Context: an optimization exercise on an open-source flow, tuned for small area, a short achievable clock period and few clock cycles. The choices shown serve that exercise and are no tape-out recipe. Only simulation tests tie the RTL to the original design; equivalence was not proved. Power and IR drop assume default switching activity.

Setup of run 1:
==> flow/design.v <==
module div (
    input wire clk,
    input wire rst_n,
    input wire [32-1:0] dividend_i,
    input wire [32-1:0] divisor_i,
    input wire                       start_i,
    input wire                       ctrl_ready_i,
    input wire [                3:0] op_i,
    output wire [32-1:0] result_o,
    output reg                        busy_o,
    output reg                        valid_o
);
    localparam [1:0] S_IDLE = 2'd0, S_PREP = 2'd1, S_ITER = 2'd2, S_FIN = 2'd3;
    reg  [1:0] state;
    reg [31:0] r;       
    reg [31:0] x;       
    reg [31:0] q;       
    reg  [4:0] cnt;
    reg  [4:0] pa, pb;  
    reg        sa, sb;  
    reg        is_rem;   
    reg        cin;      
    function automatic [4:0] msb32(input [31:0] v);
        reg [7:0] nz;
        reg [1:0] p [0:7];
        reg [2:0] g;
        integer i;
        begin
            for (i = 0; i < 8; i = i + 1) begin
                nz[i]   = |v[4*i+:4];
                p[i][1] = v[4*i+3] | v[4*i+2];
                p[i][0] = v[4*i+3] | (~v[4*i+2] & v[4*i+1]);
            end
            g[2] = |nz[7:4];
            g[1] = g[2] ? (nz[7] | nz[6]) : (nz[3] | nz[2]);
            g[0] = g[2] ? (nz[7] | (~nz[6] & nz[5])) : (nz[3] | (~nz[2] & nz[1]));
            msb32 = {g, p[g]};
        end
    endfunction
    wire        sgn_i = op_i[0] | op_i[2];
    wire        sa_i  = sgn_i & dividend_i[31];
    wire        sb_i  = sgn_i & divisor_i[31];
    wire [31:0] a_m   = dividend_i ^ {32{sa_i}};    
    wire [31:0] b_m   = divisor_i ^ {32{sb_i}};     
    wire [32:0] sum;
    wire        cout = sum[32];
    add32 u_add (.a(r), .b(x), .ci(cin), .s(sum));
    wire        prep = (state == S_PREP);
    wire [31:0] inc_in = prep ? r : (is_rem ? (r ^ {32{sa}}) : ~q);
    wire        inc_c  = (prep | is_rem) ? sa : 1'b1;
    wire [31:0] inc_out;
    inc32 u_inc (.a(inc_in), .ci(inc_c), .s(inc_out));
    wire [5:0] kk = {1'b0, pa} + {5'd0, sa} - {1'b0, pb};
    wire [4:0] k  = kk[4:0];
    reg  [31:0] x_init;
    always @(*) begin
        x_init = x;
        if (k[0]) x_init = {x_init[30:0], {1{~sb}}};
        if (k[1]) x_init = {x_init[29:0], {2{~sb}}};
        if (k[2]) x_init = {x_init[27:0], {4{~sb}}};
        if (k[3]) x_init = {x_init[23:0], {8{~sb}}};
        if (k[4]) x_init = {x_init[15:0], {16{~sb}}};
    end
    wire bz = ~sb & (&x);                           
    wire lt = ~cout;
    wire early = bz | ((sa & ~sb) ? kk[5] : lt);
    assign result_o = q;
    always @(posedge clk) begin
        if (!rst_n) begin
            state   <= S_IDLE;
            busy_o  <= 1'b0;
            valid_o <= 1'b0;
        end else begin
            case (state)
                S_IDLE: begin
                    if (ctrl_ready_i) begin
                        valid_o <= 1'b0;
                        if (start_i) begin
                            state  <= S_PREP;
                            busy_o <= 1'b1;
                        end
                    end
                end
                S_PREP: begin
                    if (early) begin
                        if (sa & is_rem) begin
                            state <= S_FIN;
                        end else begin
                            state   <= S_IDLE;
                            busy_o  <= 1'b0;
                            valid_o <= 1'b1;
                        end
                    end else begin
                        state <= S_ITER;
                    end
                end
                S_ITER: begin
                    if (cnt == 5'd0) begin
                        if (is_rem | (sa ^ sb)) begin
                            state <= S_FIN;
                        end else begin
                            state   <= S_IDLE;
                            busy_o  <= 1'b0;
                            valid_o <= 1'b1;
                        end
                    end
                end
                default: begin   
                    state   <= S_IDLE;
                    busy_o  <= 1'b0;
                    valid_o <= 1'b1;
                end
            endcase
        end
    end
    always @(posedge clk) begin
        pa <= msb32(a_m);
        pb <= msb32(b_m | {31'd0, sb_i});
        case (state)
            S_IDLE:  x <= ~b_m;
            S_PREP:  x <= x_init;
            default: x <= {1'b1, x[31:1]};
        endcase
        cnt <= (state == S_PREP) ? k : cnt - 5'd1;
        cin <= (state == S_IDLE) ? (sa_i | ~sb_i) : ~sb;
        case (state)
            S_IDLE: begin
                r      <= a_m;
                sa     <= sa_i;
                sb     <= sb_i;
                is_rem <= op_i[2] | op_i[3];
            end
            S_PREP: begin
                r <= inc_out;
                q <= is_rem ? inc_out : {32{bz}};
            end
            S_ITER: begin
                if (cout) r <= sum[31:0];
                q <= {q[30:0], cout};
            end
            default: begin   
                q <= inc_out;
            end
        endcase
    end
endmodule
module add32 (
    input  wire [31:0] a,
    input  wire [31:0] b,
    input  wire        ci,
    output wire [32:0] s
);
    reg [31:0] g [0:5];
    reg [31:0] p [0:5];
    integer l, i;
    always @(*) begin
        g[0] = a & b;
        p[0] = a ^ b;
        g[0][0] = g[0][0] | (p[0][0] & ci);
        for (l = 0; l < 5; l = l + 1) begin
            g[l+1] = g[l];
            p[l+1] = p[l];
            for (i = 0; i < 32; i = i + 1)
                if ((i >> l) & 1) begin
                    g[l+1][i] = g[l][i] | (p[l][i] & g[l][((i >> l) << l) - 1]);
                    p[l+1][i] = p[l][i] & p[l][((i >> l) << l) - 1];
                end
        end
    end
    assign s = {g[5][31], (a ^ b) ^ {g[5][30:0], ci}};
endmodule
module inc32 (
    input  wire [31:0] a,
    input  wire        ci,
    output wire [31:0] s
);
    reg [31:0] t [0:5];
    integer l, i;
    always @(*) begin
        t[0] = a;
        t[0][0] = a[0] & ci;
        for (l = 0; l < 5; l = l + 1) begin
            t[l+1] = t[l];
            for (i = 0; i < 32; i = i + 1)
                if ((i >> l) & 1) t[l+1][i] = t[l][i] & t[l][((i >> l) << l) - 1];
        end
    end
    assign s = a ^ {t[5][30:0], ci};
endmodule
Settings: LEC_CHECK=0, ABC_AREA=1, CAP_MARGIN=20, CORE_MARGIN=2, CORE_UTILIZATION=50, CTS_BUF_LIST=sky130_fd_sc_hd__clkbuf_8, PLACE_DENSITY=0.65, SETUP_SLACK_MARGIN=4.75, SLEW_MARGIN=20; clock period 8.0 ns.
standard.sh (not shown) runs the stock make flow with config.mk's settings and CLKGATE_MAP_FILE= SYNTH_SCRIPT=/design/flow/synth_recipe.tcl, a recipe that flattens the netlist after the stock synthesis.
==> flow/flow/run.sh <==
#!/bin/bash
# The standard layout (the standard.sh, standard synthesis included),
# with the port buffers that ORFS inserts before global placement made
# from sky130_fd_sc_hd__buf_1 instead of the library's pick.
set -euo pipefail
export BUFFER_PORTS_ARGS="-buffer_cell sky130_fd_sc_hd__buf_1"
bash standard.sh > standard.log 2>&1
Testbench counts of run 1, summed over its fixed seeds: cycles 63,187.
### run 1 -> run 2
--- a/flow/design.v
+++ b/flow/design.v
@@ -59,11 +59,11 @@
         if (k[1]) x_init = {x_init[29:0], {2{~sb}}};
         if (k[2]) x_init = {x_init[27:0], {4{~sb}}};
         if (k[3]) x_init = {x_init[23:0], {8{~sb}}};
         if (k[4]) x_init = {x_init[15:0], {16{~sb}}};
     end
-    wire bz = ~sb & (&x);                           
+    wire bz = ~sb & (pb == 5'd0) & x[0];
     wire lt = ~cout;
     wire early = bz | ((sa & ~sb) ? kk[5] : lt);
     assign result_o = q;
     always @(posedge clk) begin
         if (!rst_n) begin
### Flow results
A critical path capture point of x[8] is what run 1 shows, while pa[0] belongs to run 2.
Delta (run 2 minus run 1): post-placement worst setup slack fell by 0.36 ns, required time reported for the critical path endpoint went up 0.04 ns, basic-gate share of the synthesized area counting and, or, nand and nor cells now smaller, synthesized cell count has decreased, clock network fraction of total power shows an increase of 0.6 points.
Testbench counts of run 2, summed over its fixed seeds: cycles 63,187.

what the ideal ports hide:
The flow's constraints put no driver on any port. The routed layouts listed below were extracted and timed again, unchanged, in two steps. Step 1 assumes that a clkbuf_16 drives the clock port and a buf_2 every other input. Step 2, shift: input delay + t, output delay - t, t = (earliest + latest rising clock arrival at the registers) / 2. This alone moves slack from input paths to output paths. Three values: ideal, step 1, step 2; two values: the first two.
| run | t (ns) | slack for setup (ns) | worst hold slack (ns) | latest minus earliest clock arrival (ns) |
|---|---|---|---|---|
| run 1 | 0.510 | 4.823 / 4.823 / 4.427 | 0.477 / 0.477 / 0.477 | 0.023 / 0.023 |
| run 2 | 0.506 | 4.838 / 4.851 / 4.360 | 0.446 / 0.446 / 0.446 | 0.020 / 0.020 |
After both steps setup and hold are still met in every run listed. For run 2, which loses most, drivers alone change the setup slack by +0.013 ns; drivers and shift together by -0.478 ns.
